What follows belongs to an exercise in optimizing a design on an open flow for small area; a production flow would make more cautious choices. Where RTL was checked, it was by simulation tests only, not by an equivalence proof against the original. No activity file was given, so power comes from the tool's default toggle rates.

## LTSSM
module LTSSM(
    input            clk,  
    input            rst,
    input            mode,  
    input            lane0_rx_det,
    input            lane1_rx_det,
    input            lane2_rx_det,
    input            lane3_rx_det,
    input            lane0_idle_break,
    input            lane1_idle_break,
    input            lane2_idle_break,
    input            lane3_idle_break,
    output           lane0_rx_det_seq_req,
    output           lane1_rx_det_seq_req,
    output           lane2_rx_det_seq_req,
    output           lane3_rx_det_seq_req,
    input            lane0_rx_det_seq_ack,
    input            lane1_rx_det_seq_ack,
    input            lane2_rx_det_seq_ack,
    input            lane3_rx_det_seq_ack,
    input[127:0]     lane0_ts_i,
    input            lane0_ts_i_vld,
    output[127:0]    lane0_ts_o,
    output           lane0_ts_o_vld,
    input[127:0]     lane1_ts_i,
    input            lane1_ts_i_vld,
    output[127:0]    lane1_ts_o,
    output           lane1_ts_o_vld,
    input[127:0]     lane2_ts_i,
    input            lane2_ts_i_vld,
    output[127:0]    lane2_ts_o,
    output           lane2_ts_o_vld,
    input[127:0]     lane3_ts_i,
    input            lane3_ts_i_vld,
    output[127:0]    lane3_ts_o,
    output           lane3_ts_o_vld,
    input            lane0_tx_fifo_full,
    input            lane1_tx_fifo_full,
    input            lane2_tx_fifo_full,
    input            lane3_tx_fifo_full,
    output[5:0]      curr_speed,
    output           linkup
);
==> module ts_gen, before the edit <==
module ts_gen #(parameter [7:0] LANE = 8'h01) (
    input                clk,
    input                rst,
    input  [3:0]         ts_info,
    input                ts_update,
    output               ts_update_ack,
    input                mode,
    output               to_tsa_ts_sent_enough,
    input  [7:0]         from_tsa_rcv_link_num,
    input                from_tsa_rcv_link_num_vld,
    input                from_tsa_rcv_lane_num_vld,
    output               to_tsa_update_ack,
    output               ts_valid,
    output [127:0]       ts,
    input                ts_tx_fifo_full
);
wire       is_poll = ~ts_info[3];    
wire       is_cfg  = ts_info[3];
wire [2:0] sub     = ts_info[2:0];
wire       complete = (sub == 3'd4);
reg        gs, gs_n;
reg        tack, tack_n;
reg        uack, uack_n;
reg        se, se_n;
reg        vld, vld_n;
reg        lka, lka_n;
reg        lna, lna_n;
reg        t1, t1_n;           
reg        t2, t2_n;           
reg        p1, p1_n;           
reg        k1, k1_n;           
reg        p2, p2_n;           
reg        n2, n2_n;           
assign ts_update_ack = tack;
assign to_tsa_update_ack = uack;
assign to_tsa_ts_sent_enough = se;
assign ts_valid = vld;
wire tsa_update = from_tsa_rcv_link_num_vld | from_tsa_rcv_lane_num_vld;
reg  [10:0] left;
wire [11:0] b;
assign b[0] = ~ts_tx_fifo_full;
genvar gi;
generate for (gi = 0; gi < 11; gi = gi + 1) begin : g_dec
    assign b[gi+1] = b[gi] & ~left[gi];
end endgenerate
wire [10:0] target = is_poll ? (ts_info[0] ? 11'd16 : 11'd1024) : (complete ? 11'd16 : 11'd2);
wire ge = ~|left;
always @(posedge clk) begin
    if (~gs) left <= target;
    else     left <= left ^ b[10:0];
end
always @(posedge clk) begin
    if (rst) begin
        gs <= 1'b0; tack <= 1'b0; uack <= 1'b0; se <= 1'b0; vld <= 1'b0;
        lka <= 1'b0; lna <= 1'b0; t1 <= 1'b0; t2 <= 1'b0;
        p1 <= 1'b0; k1 <= 1'b0; p2 <= 1'b0; n2 <= 1'b0;
    end else begin
        gs <= gs_n; tack <= tack_n; uack <= uack_n; se <= se_n; vld <= vld_n;
        lka <= lka_n; lna <= lna_n; t1 <= t1_n; t2 <= t2_n;
        p1 <= p1_n; k1 <= k1_n; p2 <= p2_n; n2 <= n2_n;
    end
end
always @* begin
    gs_n = gs; tack_n = tack; uack_n = uack; se_n = se; vld_n = vld;
    lka_n = lka; lna_n = lna; t1_n = t1; t2_n = t2;
    p1_n = p1; k1_n = k1; p2_n = p2; n2_n = n2;
    if (~gs) begin
        if (ts_update | tsa_update) begin
            gs_n = 1'b1;
            tack_n = ts_update;
            uack_n = tsa_update;
            se_n = 1'b0;
            if (is_poll) begin
                t1_n = ~ts_info[0]; t2_n = ts_info[0];
                p1_n = 1'b1; k1_n = 1'b0; p2_n = 1'b1; n2_n = 1'b0;
            end else if (is_cfg) begin
                t1_n = ~complete; t2_n = complete;
                case (sub)
                    3'd0: begin
                        p1_n = mode; k1_n = 1'b0; p2_n = 1'b1; n2_n = 1'b0;
                    end
                    3'd1: begin
                        if (~mode) begin
                            p1_n = 1'b0; k1_n = 1'b0; p2_n = 1'b0; n2_n = 1'b1;
                        end else begin
                            p1_n = ~lka; k1_n = lka; p2_n = ~lna; n2_n = lna;
                        end
                    end
                    3'd2: begin
                        if (mode) begin
                            p1_n = 1'b0; k1_n = 1'b0; p2_n = ~lna; n2_n = lna;
                        end
                    end
                    3'd3, 3'd4: uack_n = 1'b0;
                    default: ;
                endcase
            end
        end
    end else begin
        tack_n = 1'b0;
        uack_n = 1'b0;
        if (ge) se_n = 1'b1;
        vld_n = ~ts_tx_fifo_full;
        if (ts_update & ~tack) begin
            gs_n = 1'b0; tack_n = 1'b1; se_n = 1'b0;
        end
        if (tsa_update & ~uack) begin
            gs_n = 1'b0; uack_n = 1'b1; se_n = 1'b0;
            if (from_tsa_rcv_link_num_vld) lka_n = 1'b1;
            if (from_tsa_rcv_lane_num_vld) lna_n = 1'b1;
        end
    end
end
wire       L  = t1 | t2;
wire [7:0] s0 = {L, 1'b0, L, L, L, L, 1'b0, 1'b0};            
wire [7:0] s1 = ({8{p1}} & 8'hF7) | ({8{k1}} & from_tsa_rcv_link_num);
wire [7:0] s2 = ({8{p2}} & 8'hF7) | ({8{n2}} & LANE);
wire [7:0] s3 = {8{L}};                                       
wire [7:0] s4 = {2'b00, L, L, L, L, L, 1'b0};                 
wire [7:0] s5 = 8'h00;
wire [7:0] sid = {1'b0, L, 2'b00, t1, t2, t1, t2};           
assign ts = {s0, s1, s2, s3, s4, s5, {10{sid}}};
endmodule
clock: 8.0 ns
lec_check: 0
cap_margin: 0
core_area: 10 10 390 390
die_area: 0 0 400 400
slew_margin: 0
standard.sh (not shown) runs the stock make flow with config.mk's settings and CLKGATE_MAP_FILE= SYNTH_SCRIPT=/design/flow/synth_recipe.tcl, a recipe that flattens the netlist after the stock synthesis.
==> flow/flow/run.sh <==
#!/bin/bash
# Standard layout (standard.sh) with these changes:
#  - synthesis maps the logic with an area-oriented ABC script (flow/abc_area.script);
#    the registers and every other synthesis step are the standard ones;
#  - the port buffers are the smallest buffer cell (every port still gets one);
#  - one tie cell drives all constant outputs instead of one tie cell each;
#  - clock tree: larger sink clusters and no dummy loads.
set -euo pipefail
{ head -n 1 synth_recipe.tcl; cat flow/abc_wrap.tcl; tail -n +2 synth_recipe.tcl; } > area_synth.tcl
export FLOW_ABC_SCRIPT="$PWD/flow/abc_area.script"
export BUFFER_PORTS_ARGS="-buffer_cell sky130_fd_sc_hd__buf_1"
export SKIP_REPAIR_TIE_FANOUT=1
export CTS_ARGS="-sink_clustering_enable -repair_clock_nets -sink_clustering_size 28 -sink_clustering_max_diameter 80 -dont_use_dummy_load"
bash standard.sh SYNTH_SCRIPT="$PWD/area_synth.tcl" finish > standard.log 2>&1
==> flow/flow/abc_area.script <==
&get -n
&st
&syn2
&dch -f
&nf -a -R 1000
&st
&dch -f
&nf -a -R 1000
&put
topo
stime -c
dnsize -c
==> flow/flow/abc_wrap.tcl <==
# Run ABC with the area-oriented script given in FLOW_ABC_SCRIPT instead of
# the one the standard synthesis picks; everything else stays as it is.
proc abc {args} {
  set i [lsearch -exact $args -script]
  if { $i >= 0 } {
    lset args [expr { $i + 1 }] $::env(FLOW_ABC_SCRIPT)
  }
  puts "abc (area script): $args"
  yosys abc {*}$args
}
==> next run, changes <==
--- a/flow/design.v
+++ b/flow/design.v
@@ -137,20 +137,20 @@
 assign to_tsa_update_ack = uack;
 assign to_tsa_ts_sent_enough = se;
 assign ts_valid = vld;
 wire tsa_update = from_tsa_rcv_link_num_vld | from_tsa_rcv_lane_num_vld;
-reg  [10:0] left;
+reg  [10:0] nleft;
 wire [11:0] b;
 assign b[0] = ~ts_tx_fifo_full;
 genvar gi;
-generate for (gi = 0; gi < 11; gi = gi + 1) begin : g_dec
-    assign b[gi+1] = b[gi] & ~left[gi];
+generate for (gi = 0; gi < 11; gi = gi + 1) begin : g_cnt
+    assign b[gi+1] = b[gi] & nleft[gi];
 end endgenerate
 wire [10:0] target = is_poll ? (ts_info[0] ? 11'd16 : 11'd1024) : (complete ? 11'd16 : 11'd2);
-wire ge = ~|left;
+wire ge = &nleft;
 always @(posedge clk) begin
-    if (~gs) left <= target;
-    else     left <= left ^ b[10:0];
+    if (~gs) nleft <= ~target;
+    else     nleft <= nleft ^ b[10:0];
 end
 always @(posedge clk) begin
     if (rst) begin
         gs <= 1'b0; tack <= 1'b0; uack <= 1'b0; se <= 1'b0; vld <= 1'b0;
The new run finished clean.
Combinational power is lower by about 2%.
Final area went up by 1.1%.
Critical path depth stays the same.
Routed wire length grows by 2.5%.
Via count hardly moves.
Worst setup slack gets better by 0.28 ns.
Sequential cell count does not change.
Power rose by 8.3%.
Utilization rises by 0.16 points.
Die area stays the same.
Non-clock buffer count came out higher by 2.
Area after synthesis stays flat.
Register-to-register slack improves by 0.28 ns.
Cell count is lower by 0.52%.
Function not checked in the second run of this note: the RTL went through the layout flow alone.

==> static timing again, ports no longer ideal <==
No port has a modelled driver above. Below, the same layouts with a new extraction and two added sets of constraints.
Step 1, drivers: a clkbuf_16 drives clk and a buf_2 each remaining input, both assumed.
Step 2 moves the port delays by t, midway between the first and last clock arrival at a register: inputs arrive t later, outputs are due t later. That takes back most of the time a late clock gives input paths.
a / b / c = no drivers / after step 1 / after step 2; a / b = the first two.
run	t, ns	setup WS [ns]	worst setup path after step 2	latest minus earliest clock arrival (ns)	worst slew at a driven data input, ns
the first run	0.596	0.832 / 0.832 / 0.391	input to register	0.072 / 0.072	0.24
the second run	0.627	1.107 / 1.107 / 0.548	input to register	0.172 / 0.172	0.23
After both steps setup and hold are still met in every run listed. For the second run, which loses most, drivers alone change the setup slack by 0.000 ns; drivers and shift together by -0.559 ns.
